This design comes from an exercise in tuning for small area and a short achievable clock period on the open sky130 flow, not from production work. Only simulation tests tie the RTL to the original design; equivalence was not proved. No activity file was given, so power comes from the tool's default toggle rates.

== run A ==
## DALU
module DALU(clk, rst, in_valid, instruction, out_valid, out);
Size: roughly 53 flip-flops, about 39 I/O pins.
Settings: LEC_CHECK=0, ABC_AREA=1, CAP_MARGIN=20, CORE_MARGIN=2, CORE_UTILIZATION=40, CTS_BUF_LIST=sky130_fd_sc_hd__clkbuf_8, SLEW_MARGIN=20, SYNTH_HIERARCHICAL=1, SYNTH_MINIMUM_KEEP_SIZE=0, BUFFER_PORTS_ARGS=-buffer_cell sky130_fd_sc_hd__buf_2, SETUP_SLACK_MARGIN=4.7; clock period 9.0 ns.
standard.sh (not shown) runs the stock make flow with config.mk's settings and CLKGATE_MAP_FILE= SYNTH_SCRIPT=/design/flow/synth_recipe.tcl, a recipe that flattens the netlist after the stock synthesis.
==> flow/flow/run.sh <==
#!/bin/bash
# The standard layout, with the port buffers made of buf_2 cells instead of
# the resizer's default choice (a slow delay cell), and timing repair aiming
# at 4.7 ns of setup slack.
set -euo pipefail
echo 'export BUFFER_PORTS_ARGS = -buffer_cell sky130_fd_sc_hd__buf_2' >> config.mk
echo 'export SETUP_SLACK_MARGIN = 4.7' >> config.mk
bash standard.sh finish > flow.log 2>&1
[inputs] run B vs run A
Settings: swapping 4.7 for 5.2 in SETUP_SLACK_MARGIN.
==> flow/flow/run.sh <==
#!/bin/bash
# The standard layout, with the port buffers made of buf_2 cells instead of
# the resizer's default choice (a slow delay cell), and timing repair aiming
# at 5.2 ns of setup slack.
set -euo pipefail
echo 'export BUFFER_PORTS_ARGS = -buffer_cell sky130_fd_sc_hd__buf_2' >> config.mk
echo 'export SETUP_SLACK_MARGIN = 5.2' >> config.mk
bash standard.sh finish > flow.log 2>&1
## What came out
- Every stage of the flow completed for run B, and the final layout passed the timing, DRC and antenna checks.
- Summary of run B over run A: clock sink count has remained practically unchanged, fraction of standard cell area that is sequential shrank by 0.36 points, insertion delay to the later sink of the worst-skew pair roughly the same, count of final max-slew check failures has remained practically unchanged.
- From run A to run B the numbers moved as follows: worst path buffer plus inverter count climbed 1, combinational power went up about 3%, number of DRC markers in iteration 0 lost 2.
- Comparing run B and run A, worst setup slack is higher on run B.
[inputs] run C vs run B
Settings: swapping 5.2 for 5 in SETUP_SLACK_MARGIN.
==> flow/flow/run.sh <==
#!/bin/bash
# The standard layout, with the port buffers made of buf_2 cells instead of
# the resizer's default choice (a slow delay cell).
set -euo pipefail
echo 'export BUFFER_PORTS_ARGS = -buffer_cell sky130_fd_sc_hd__buf_2' >> config.mk
bash standard.sh finish > flow.log 2>&1
Notes after the runs:
Run C against run B: combinational cell power down about 3%, flip-flop and latch share of the layout cell area went up 0.35 points. Higher share of post-route cells with drive strength above 1 was reported by run B, not run C. Between run B and run C, the number of buffers on the longest clock path figures differ only marginally. Between run B and run C, the difference in maximum vdd ir drop is negligible. Re remaining routing DRC violations: no difference whatsoever between run C and run B. There was hardly any difference in non-clock buffer share of cell area between run C and run B.
What run D does differently from run C at the input level:
Settings: a change of SETUP_SLACK_MARGIN from 5 to 5.3.
==> flow/flow/run.sh <==
#!/bin/bash
# The standard layout, with the port buffers made of buf_2 cells instead of
# the resizer's default choice (a slow delay cell), and timing repair aiming
# at 5.3 ns of setup slack.
set -euo pipefail
echo 'export BUFFER_PORTS_ARGS = -buffer_cell sky130_fd_sc_hd__buf_2' >> config.mk
echo 'export SETUP_SLACK_MARGIN = 5.3' >> config.mk
bash standard.sh finish > flow.log 2>&1
## What came out
- Between run C and run D, the flow reports total power increasing by a few percent.
- NOTE: length in cells of the worst reg-to-reg path in run D falls short of that of run C
- Looking at minimum period implied by the final worst setup slack across both flows, run D is the stronger of the two, with run C trailing.
- A launch point of the critical path of ya0$_DFF_P_ is what run D shows, while pb1$_DFF_P_ belongs to run C.
What run E does differently from run D at the input level:
Settings: a change of SETUP_SLACK_MARGIN from 5.3 to 5.8.
==> flow/flow/run.sh <==
#!/bin/bash
# The standard layout, with the port buffers made of buf_2 cells instead of
# the resizer's default choice (a slow delay cell), and timing repair aiming
# at 5.8 ns of setup slack.
set -euo pipefail
echo 'export BUFFER_PORTS_ARGS = -buffer_cell sky130_fd_sc_hd__buf_2' >> config.mk
echo 'export SETUP_SLACK_MARGIN = 5.8' >> config.mk
bash standard.sh finish > flow.log 2>&1
==> results.txt <==
Comparing buffering overhead for run D and run E, the bigger number came from run E. Looking only at final cell count, and setting everything else aside, the higher value of run D and run E goes to run E. Measured against each other, run D and run E differ in proportion of power drawn by combinational gates, the higher figure coming from run E. Diff run D -> run E | number of ordinary and repair buffers in the finished layout | up by more than half. The total non-filler cell area in the finished layout of run E is higher than that of run D. Between run D and run E, the shortest clock period the worst path allows after layout is lower for run E. From run D to run E the numbers moved as follows: wire length of the first global-routing pass moved up; register fraction of the total cell area shrank by 2.6 points; number of vias after detailed routing rose by about 2.7%; final setup slack of the worst path now sits higher.
Here is what was changed in the inputs of run F compared with run E.
Settings: changing SETUP_SLACK_MARGIN from 5.8 to 5.5.
==> flow/flow/run.sh <==
#!/bin/bash
# The standard layout, with the port buffers made of buf_2 cells instead of
# the resizer's default choice (a slow delay cell), and timing repair aiming
# at 5.5 ns of setup slack.
set -euo pipefail
echo 'export BUFFER_PORTS_ARGS = -buffer_cell sky130_fd_sc_hd__buf_2' >> config.mk
echo 'export SETUP_SLACK_MARGIN = 5.5' >> config.mk
bash standard.sh finish > flow.log 2>&1
Findings:
As of run F, via count had fallen slightly compared to run E.
A cell with the largest stage delay on the worst path of sky130_fd_sc_hd__fa_1 is what run F shows, while sky130_fd_sc_hd__dfxtp_2 belongs to run E.
Compared to run E, the router laid down more metal wire for run F.
On final total power: between run E and run F, it ends up higher for run E.
Going from run E to run F, the number of buffers inserted by post-CTS setup repair was found to have gone down by 11.
Summary of run F over run E: highest cell delay on the worst timing path increased 240 ps, number of vias per cell after detailed routing now larger.
Run E reports its classification of the worst setup path as flip-flop to output pin while run F reports input pin to flip-flop.

========
Another version of the RTL of DALU (not shown whole).
For scale: about 620 cells after synthesis, roughly 0.0048 mm² of cells after synthesis.
clock: 9.0 ns
lec_check: 0
abc_area: 1
cap_margin: 20
core_margin: 2
core_utilization: 40
cts_buf_list: sky130_fd_sc_hd__clkbuf_8
place_density: 0.8
slew_margin: 20
synth_hierarchical: 1
synth_minimum_keep_size: 0
buffer_ports_args: -buffer_cell sky130_fd_sc_hd__buf_2
setup_slack_margin: 5.35
==> flow/flow/run.sh <==
#!/bin/bash
# The standard layout, with the port buffers made of buf_2 cells instead of
# the resizer's default choice (a slow delay cell), and timing repair aiming
# at 5.35 ns of setup slack.
set -euo pipefail
echo 'export BUFFER_PORTS_ARGS = -buffer_cell sky130_fd_sc_hd__buf_2' >> config.mk
echo 'export SETUP_SLACK_MARGIN = 5.35' >> config.mk
bash standard.sh finish > flow.log 2>&1
Edit:
==> flow/flow/run.sh (replaced) <==
#!/bin/bash
# The standard layout, with the port buffers made of buf_2 cells instead of
# the resizer's default choice (a slow delay cell), and timing repair aiming
# at 5.3 ns of setup slack.
set -euo pipefail
echo 'export BUFFER_PORTS_ARGS = -buffer_cell sky130_fd_sc_hd__buf_2' >> config.mk
echo 'export SETUP_SLACK_MARGIN = 5.3' >> config.mk
bash standard.sh finish > flow.log 2>&1
PLACE_DENSITY = 0.9   (was 0.8)
SETUP_SLACK_MARGIN = 5.3   (was 5.35)
After rerunning:
- power drops by 3.8%
- worst setup slack degrades by 0.035 ns
- core utilization drops by 0.62 points
- via count drops by 0.37%
- cell count drops by about 0.5%
Edit:
==> flow/flow/run.sh (replaced) <==
#!/bin/bash
# The standard layout, with the port buffers made of buf_2 cells instead of
# the resizer's default choice (a slow delay cell), and timing repair aiming
# at 5.25 ns of setup slack.
set -euo pipefail
echo 'export BUFFER_PORTS_ARGS = -buffer_cell sky130_fd_sc_hd__buf_2' >> config.mk
echo 'export SETUP_SLACK_MARGIN = 5.25' >> config.mk
bash standard.sh finish > flow.log 2>&1
PLACE_DENSITY = 0.8   (was 0.9)
SETUP_SLACK_MARGIN = 5.25   (was 5.3)
After rerunning:
- The changed run finished clean
- routed wire length decreases by 1.2%
- combinational power decreases by about 3%
- die area does not change
- design area decreases by 0.90%
- synthesized area is unchanged

========
RTL: one of the versions met above, not the one the previous note started from.
Size: ~620 cells after synthesis, roughly 53 flip-flops, ~39 I/O pins.
==> flow/config.mk <==
export PLATFORM = sky130hd
export DESIGN_NAME = DALU
export DESIGN_NICKNAME = DALU
export VERILOG_FILES = /design/flow/design.v
export SDC_FILE = /design/flow/constraint.sdc
export NUM_CORES = 4
export LEC_CHECK = 0
export ABC_AREA = 1
export CAP_MARGIN = 20
export CORE_MARGIN = 2
export CORE_UTILIZATION = 40
export CTS_BUF_LIST = sky130_fd_sc_hd__clkbuf_8
export PLACE_DENSITY = 0.8
export SLEW_MARGIN = 20
export SYNTH_HIERARCHICAL = 1
export SYNTH_MINIMUM_KEEP_SIZE = 0
export BUFFER_PORTS_ARGS = -buffer_cell sky130_fd_sc_hd__buf_2
export SETUP_SLACK_MARGIN = 5.3
==> flow/constraint.sdc <==
create_clock -name core_clock -period 9.0 [get_ports {clk}]
set_input_delay 1.8000 -clock core_clock [delete_from_list [all_inputs] [get_ports {clk}]]
set_output_delay 1.8000 -clock core_clock [all_outputs]
set_load 0.01 [all_outputs]
==> flow/flow/run.sh <==
#!/bin/bash
# The standard layout, with the port buffers made of buf_2 cells instead of
# the resizer's default choice (a slow delay cell), and timing repair aiming
# at 5.3 ns of setup slack.
set -euo pipefail
echo 'export BUFFER_PORTS_ARGS = -buffer_cell sky130_fd_sc_hd__buf_2' >> config.mk
echo 'export SETUP_SLACK_MARGIN = 5.3' >> config.mk
bash standard.sh finish > flow.log 2>&1
Change:
==> flow/flow/run.sh (replaced) <==
#!/bin/bash
# The standard layout, with the port buffers made of buf_2 cells instead of
# the resizer's default choice (a slow delay cell), and timing repair aiming
# at 5.4 ns of setup slack.
set -euo pipefail
echo 'export BUFFER_PORTS_ARGS = -buffer_cell sky130_fd_sc_hd__buf_2' >> config.mk
echo 'export SETUP_SLACK_MARGIN = 5.4' >> config.mk
bash standard.sh finish > flow.log 2>&1
Settings changed: PLACE_DENSITY 0.8 to not set, SETUP_SLACK_MARGIN 5.3 to 5.4.
After rerunning:
- The changed run finished clean
- die area does not change
- clock skew is about the same
- utilization came out higher by 1.3 points
- register-to-register slack improves by 80 ps
- critical path depth is unchanged
- routed wire length came out higher by roughly a tenth
- hold slack is about the same
- count of clock-buffer cells in the layout stays the same
- worst setup slack improves by 30 ps
- final cell count increases slightly
- final area came out higher by a few percent

[afterwards: timing with drivers on the ports]
No port has a modelled driver above. Below, the same layouts with a new extraction and two added sets of constraints.
Step 1 (the two cells are an assumption about what drives the block):
set clk [get_ports {clk}]
set_driving_cell -lib_cell sky130_fd_sc_hd__clkbuf_16 $clk
set_driving_cell -lib_cell sky130_fd_sc_hd__buf_2 [delete_from_list [all_inputs] $clk]
Step 2 moves the port delays by t, midway between the first and last clock arrival at a register: inputs arrive t later, outputs are due t later. That takes back most of the time a late clock gives input paths.
Three values: no drivers, after step 1, after step 2; two values: the first two.
| run | t (ns) | setup WS [ns] | worst hold slack (ns) |
|---|---|---|---|
| run A | 0.346 | 5.160 / 5.160 / 4.970 | 0.408 / 0.408 / 0.408 |
| run B | 0.346 | 5.308 / 5.308 / 4.987 | 0.408 / 0.408 / 0.408 |
| run C | 0.346 | 5.200 / 5.169 / 4.966 | 0.408 / 0.408 / 0.408 |
| run D | 0.347 | 5.394 / 5.375 / 5.072 | 0.409 / 0.409 / 0.409 |
| run E | 0.329 | 5.474 / 5.442 / 5.156 | 0.420 / 0.420 / 0.420 |
| run F | 0.349 | 5.479 / 5.460 / 5.112 | 0.411 / 0.411 / 0.411 |
| the first run of note 2 | 0.340 | 5.421 / 5.390 / 5.142 | 0.417 / 0.417 / 0.417 |
| the second run of note 2 | 0.341 | 5.386 / 5.358 / 5.054 | 0.410 / 0.410 / 0.410 |
| the third run of note 2 | 0.346 | 5.389 / 5.359 / 5.064 | 0.415 / 0.415 / 0.415 |
| the first run of note 3 | 0.343 | 5.388 / 5.371 / 5.056 | 0.411 / 0.411 / 0.411 |
| the second run of note 3 | 0.343 | 5.418 / 5.425 / 5.084 | 0.411 / 0.411 / 0.411 |
After both steps setup and hold are still met in every run listed. The setup slack of run F, which loses most, moves by -0.019 ns with the drivers and by -0.367 ns with both steps.
